This is an optimization exercise on Yosys and OpenROAD, whose aim is small area and a short achievable clock period, not a production implementation.
Where RTL was checked, it was by simulation tests only, not by an equivalence proof against the original.
Power and IR drop assume default switching activity.

==> module CPU, before the edit <==
module CPU (clk, input_8bit, output_8bit, cmd_addr, cmd_8bit, rst);
  input  wire       clk;
  input  wire       rst;
  input  wire [7:0] input_8bit;
  input  wire [7:0] cmd_8bit;
  output wire [7:0] output_8bit;
  output reg  [7:0] cmd_addr;
  reg [7:0] r0, r1, r2, r3, r4, r5;
  reg [7:0] f;
  reg       boot;
  wire [1:0] op = cmd_8bit[7:6];
  wire [2:0] s  = cmd_8bit[5:3];
  wire [2:0] d  = cmd_8bit[2:0];
  wire is_imm = (op == 2'b00);
  wire is_cal = (op == 2'b01);
  wire is_cpy = (op == 2'b10);
  wire is_cnd = (op == 2'b11);
  wire [7:0] m0  = s[1] ? (s[0] ? r3 : r2) : (s[0] ? r1 : r0);
  wire [7:0] m1  = s[1] ? (s[0] ? 8'd0 : input_8bit) : (s[0] ? r5 : r4);
  wire [7:0] bus = s[2] ? m1 : m0;
  wire out_en = is_cpy & (d == 3'd6) & ~rst;
  assign output_8bit = {8{out_en}} & bus;
  wire [7:0] b   = r2 ^ {8{d[0]}};
  wire [7:0] sum = r1 + b + {7'd0, d[0]};
  wire [7:0] g   = r1 & r2;
  wire [7:0] o   = r1 | r2;
  wire [7:0] lg  = (d[0] ? g : o) ^ {8{d[0] ^ d[1]}};
  wire [7:0] alu = d[2] ? (d[1] ? 8'd0 : sum) : lg;
  wire z = (r3 == 8'd0);
  wire n = r3[7];
  wire t = d[2] ^ (d[0] & z | d[1] & n);
  wire jump = is_cnd & t;
  wire [7:0] r0_in = {8{~rst}} & (is_imm ? cmd_8bit : bus);
  wire [7:0] r3_in = {8{~rst}} & (is_cal ? alu : bus);
  wire [7:0] rx_in = {8{~rst}} & bus;
  wire we0 = rst | is_imm | (is_cpy & d == 3'd0);
  wire we1 = rst | (is_cpy & d == 3'd1);
  wire we2 = rst | (is_cpy & d == 3'd2);
  wire we3 = rst | is_cal | (is_cpy & d == 3'd3);
  wire we4 = rst | (is_cpy & d == 3'd4);
  wire we5 = rst | (is_cpy & d == 3'd5);
  always @(posedge clk) begin
    if (we0) r0 <= r0_in;
    if (we1) r1 <= rx_in;
    if (we2) r2 <= rx_in;
    if (we3) r3 <= r3_in;
    if (we4) r4 <= rx_in;
    if (we5) r5 <= rx_in;
  end
  always @(posedge clk) begin
    if (rst) begin
      cmd_addr <= 8'd0;
      f        <= 8'd0;
      boot     <= 1'b1;
    end else begin
      cmd_addr <= f;
      f        <= jump ? r0 : f + {7'd0, ~boot};
      boot     <= 1'b0;
    end
  end
endmodule
Settings: LEC_CHECK=0, CAP_MARGIN=20, CORE_MARGIN=2, CORE_UTILIZATION=40, SETUP_SLACK_MARGIN=2.5, SLEW_MARGIN=20; clock period 6.0 ns.
standard.sh (not shown) runs the stock make flow with config.mk's settings and CLKGATE_MAP_FILE= SYNTH_SCRIPT=/design/flow/synth_recipe.tcl, a recipe that flattens the netlist after the stock synthesis.
==> flow/flow/run.sh <==
#!/bin/bash
# Own layout flow: the standard ORFS flow, with two changes:
#  - synthesis is the standard flow's synthesis script unchanged except for the abc script
#    (flow/abc.script, an area-oriented mapping); registers are mapped by the
#    same dfflibmap step before abc, so their names and cells are unchanged;
#  - port buffers are sky130_fd_sc_hd__buf_2 instead of buffer_ports' default.
# Every tool's output goes to a log file in the work folder (and ORFS's own
# per-step logs under orfs/logs).
set -euo pipefail
W=$(pwd)
sed 's#log_cmd abc {\*}\$abc_args#log_cmd abc -script '"$W"'/flow/abc.script {*}[lrange $abc_args 2 end]#' \
  "$FLOW_HOME/scripts/synth.tcl" > "$W/my_synth.tcl"
grep -q 'flow/abc.script' "$W/my_synth.tcl"
sed "s#source \$::env(SCRIPTS_DIR)/synth.tcl#source $W/my_synth.tcl#" "$W/synth_recipe.tcl" > "$W/my_synth_recipe.tcl"
grep -q 'my_synth.tcl' "$W/my_synth_recipe.tcl"
sed "s#SYNTH_SCRIPT=[^ ]*#SYNTH_SCRIPT=$W/my_synth_recipe.tcl#" "$W/standard.sh" > "$W/my_standard.sh"
grep -q 'my_synth_recipe.tcl' "$W/my_standard.sh"
bash "$W/my_standard.sh" "BUFFER_PORTS_ARGS=-buffer_cell sky130_fd_sc_hd__buf_2" finish > "$W/flow.log" 2>&1
==> flow/flow/abc.script <==
strash
&get -n
&dch
&nf -R 1000 -p
&put
The baseline ran to the end with no violations.
Rerun with:
--- a/flow/design.v
+++ b/flow/design.v
@@ -12,15 +12,19 @@
   wire [2:0] s  = cmd_8bit[5:3];
   wire [2:0] d  = cmd_8bit[2:0];
   wire is_imm = (op == 2'b00);
   wire is_cal = (op == 2'b01);
   wire is_cpy = (op == 2'b10);
   wire is_cnd = (op == 2'b11);
-  wire [7:0] m0  = s[1] ? (s[0] ? r3 : r2) : (s[0] ? r1 : r0);
-  wire [7:0] m1  = s[1] ? (s[0] ? 8'd0 : input_8bit) : (s[0] ? r5 : r4);
-  wire [7:0] bus = s[2] ? m1 : m0;
+  wire [7:0] bus = ({8{s == 3'd0}} & r0)
+                 | ({8{s == 3'd1}} & r1)
+                 | ({8{s == 3'd2}} & r2)
+                 | ({8{s == 3'd3}} & r3)
+                 | ({8{s == 3'd4}} & r4)
+                 | ({8{s == 3'd5}} & r5)
+                 | ({8{s == 3'd6}} & input_8bit);
   wire out_en = is_cpy & (d == 3'd6) & ~rst;
   assign output_8bit = {8{out_en}} & bus;
   wire [7:0] b   = r2 ^ {8{d[0]}};
   wire [7:0] sum = r1 + b + {7'd0, d[0]};
   wire [7:0] g   = r1 & r2;
   wire [7:0] o   = r1 | r2;
Worst setup slack got worse by 0.27 ns.
Critical path depth increases by 2.
Power barely changes.
Non-clock buffer count goes up by 1.
Hold slack barely changes.
Count of clock-buffer cells in the layout drops by 3.
Sequential power came out higher by about 0.7%.
Utilization falls by 0.51 points.
Design area falls by about 2.5%.
Maximum frequency decreases by about 7%.
For the second run of this note, only the layout was checked, not whether the RTL still works.

* * *

== before ==
The RTL this note starts from:
==> flow/design.v <==
module CPU (clk, input_8bit, output_8bit, cmd_addr, cmd_8bit, rst);
  input  wire       clk;
  input  wire       rst;
  input  wire [7:0] input_8bit;
  input  wire [7:0] cmd_8bit;
  output wire [7:0] output_8bit;
  output reg  [7:0] cmd_addr;
  reg [7:0] r0, r1, r2, r3, r4, r5;
  reg [7:0] f;
  reg       boot;
  wire [1:0] op = cmd_8bit[7:6];
  wire [2:0] s  = cmd_8bit[5:3];
  wire [2:0] d  = cmd_8bit[2:0];
  wire is_imm = (op == 2'b00);
  wire is_cal = (op == 2'b01);
  wire is_cpy = (op == 2'b10);
  wire is_cnd = (op == 2'b11);
  wire [7:0] m0  = s[1] ? (s[0] ? r3 : r2) : (s[0] ? r1 : r0);
  wire [7:0] m1  = s[1] ? (s[0] ? 8'd0 : input_8bit) : (s[0] ? r5 : r4);
  wire [7:0] bus = s[2] ? m1 : m0;
  wire out_en = is_cpy & (d == 3'd6) & ~rst;
  assign output_8bit = {8{out_en}} & bus;
  wire [7:0] sa  = r1 + r2;
  wire [7:0] ss  = r1 - r2;
  wire [7:0] sum = d[0] ? ss : sa;
  wire [7:0] g   = r1 & r2;
  wire [7:0] o   = r1 | r2;
  wire [7:0] lg  = (d[0] ? g : o) ^ {8{d[0] ^ d[1]}};
  wire [7:0] alu = d[2] ? (d[1] ? 8'd0 : sum) : lg;
  wire z = (r3 == 8'd0);
  wire n = r3[7];
  wire t = d[2] ^ (d[0] & z | d[1] & n);
  wire jump = is_cnd & t;
  wire [7:0] r0_in = {8{~rst}} & (is_imm ? cmd_8bit : bus);
  wire [7:0] r3_in = {8{~rst}} & (is_cal ? alu : bus);
  wire [7:0] rx_in = {8{~rst}} & bus;
  wire we0 = rst | is_imm | (is_cpy & d == 3'd0);
  wire we1 = rst | (is_cpy & d == 3'd1);
  wire we2 = rst | (is_cpy & d == 3'd2);
  wire we3 = rst | is_cal | (is_cpy & d == 3'd3);
  wire we4 = rst | (is_cpy & d == 3'd4);
  wire we5 = rst | (is_cpy & d == 3'd5);
  always @(posedge clk) begin
    if (we0) r0 <= r0_in;
    if (we1) r1 <= rx_in;
    if (we2) r2 <= rx_in;
    if (we3) r3 <= r3_in;
    if (we4) r4 <= rx_in;
    if (we5) r5 <= rx_in;
  end
  always @(posedge clk) begin
    if (rst) begin
      cmd_addr <= 8'd0;
      f        <= 8'd0;
      boot     <= 1'b1;
    end else begin
      cmd_addr <= f;
      f        <= jump ? r0 : f + {7'd0, ~boot};
      boot     <= 1'b0;
    end
  end
endmodule
export LEC_CHECK = 0
export CAP_MARGIN = 20
export CORE_MARGIN = 2
export CORE_UTILIZATION = 40
export SETUP_SLACK_MARGIN = 2.5
export SLEW_MARGIN = 20
create_clock -name core_clock -period 6.0 [get_ports {clk}]
Scripts as last shown in full above: flow/flow/run.sh, flow/flow/abc.script
Edits applied to the flow inputs when going from before to after:
==> flow/design.v <==
module CPU (clk, input_8bit, output_8bit, cmd_addr, cmd_8bit, rst);
  input  wire       clk;
  input  wire       rst;
  input  wire [7:0] input_8bit;
  input  wire [7:0] cmd_8bit;
  output wire [7:0] output_8bit;
  output reg  [7:0] cmd_addr;
  reg [7:0] r0, r1, r2, r3, r4, r5;
  reg [7:0] f;
  reg       boot;
  wire [1:0] op = cmd_8bit[7:6];
  wire [2:0] s  = cmd_8bit[5:3];
  wire [2:0] d  = cmd_8bit[2:0];
  wire is_imm = (op == 2'b00);
  wire is_cal = (op == 2'b01);
  wire is_cpy = (op == 2'b10);
  wire is_cnd = (op == 2'b11);
  wire cp = is_cpy & ~rst;
  wire [7:0] bus = ({8{cp & (s == 3'd0)}} & r0)
                 | ({8{cp & (s == 3'd1)}} & r1)
                 | ({8{cp & (s == 3'd2)}} & r2)
                 | ({8{cp & (s == 3'd3)}} & r3)
                 | ({8{cp & (s == 3'd4)}} & r4)
                 | ({8{cp & (s == 3'd5)}} & r5)
                 | ({8{cp & (s == 3'd6)}} & input_8bit);
  assign output_8bit = {8{d == 3'd6}} & bus;
  wire       ca  = is_cal & ~rst;
  wire [7:0] b   = r2 ^ {8{d[0]}};
  wire [7:0] sum = r1 + b + {7'd0, d[0]};
  wire [7:0] g   = r1 & r2;
  wire [7:0] o   = r1 | r2;
  wire [7:0] alu = ({8{ca & (d == 3'd0)}} & o)
                 | ({8{ca & (d == 3'd1)}} & ~g)
                 | ({8{ca & (d == 3'd2)}} & ~o)
                 | ({8{ca & (d == 3'd3)}} & g)
                 | ({8{ca & (d[2:1] == 2'b10)}} & sum);
  wire z = (r3 == 8'd0);
  wire n = r3[7];
  wire t = d[2] ^ (d[0] & z | d[1] & n);
  wire jump = is_cnd & t;
  wire [7:0] r0_in = bus | ({8{is_imm & ~rst}} & cmd_8bit);
  wire [7:0] r3_in = bus | alu;
  wire we0 = rst | is_imm | (is_cpy & d == 3'd0);
  wire we1 = rst | (is_cpy & d == 3'd1);
  wire we2 = rst | (is_cpy & d == 3'd2);
  wire we3 = rst | is_cal | (is_cpy & d == 3'd3);
  wire we4 = rst | (is_cpy & d == 3'd4);
  wire we5 = rst | (is_cpy & d == 3'd5);
  always @(posedge clk) begin
    if (we0) r0 <= r0_in;
    if (we1) r1 <= bus;
    if (we2) r2 <= bus;
    if (we3) r3 <= r3_in;
    if (we4) r4 <= bus;
    if (we5) r5 <= bus;
  end
  always @(posedge clk) begin
    if (rst) begin
      cmd_addr <= 8'd0;
      f        <= 8'd0;
      boot     <= 1'b1;
    end else begin
      cmd_addr <= f;
      f        <= jump ? r0 : f + {7'd0, ~boot};
      boot     <= 1'b0;
    end
  end
endmodule
--- outcome ---
Min multiplexer fraction of the synthesized cell area across before and after: after. Changes observed in after relative to before: overall power after layout went down 13%; wire length on met3 went up 25%; fraction of met3 tracks used by global routing went up 2.8 points; overall die height went down about 3.5%; count of clock tree sinks held.
Function was not checked in any run of this note: the RTL went through the layout flow alone.

[port drivers added, routing unchanged]
The results above use ideal ports. As a check the final layouts listed here were re-extracted and re-timed, cells and wires unchanged. Step 1, drivers: a clkbuf_16 drives clk and a buf_2 each remaining input, both assumed. Step 2, shift: input delay + t, output delay - t, t = (earliest + latest rising clock arrival at the registers) / 2. This alone moves slack from input paths to output paths. a / b / c = ideal / step 1 / step 2; a / b = the first two.
run | t, ns | setup slack, ns | worst setup path at the end | worst register clock-pin slew, ns | worst data-port slew with drivers (ns)
the first run of note 1 | 0.373 | 2.526 / 2.358 / 2.264 | input to register | 0.07 / 0.07 | 0.16
the second run of note 1 | 0.369 | 2.253 / 2.207 / 2.207 | input to output | 0.08 / 0.08 | 0.06
before | 0.369 | 2.528 / 2.376 / 2.376 | input to output | 0.07 / 0.07 | 0.17
after | 0.368 | 1.961 / 1.869 / 1.869 | input to output | 0.07 / 0.07 | 0.14
After both steps every run listed still meets setup and hold. For the first run of note 1, which loses most, drivers alone change the setup slack by -0.168 ns; drivers and shift together by -0.262 ns.
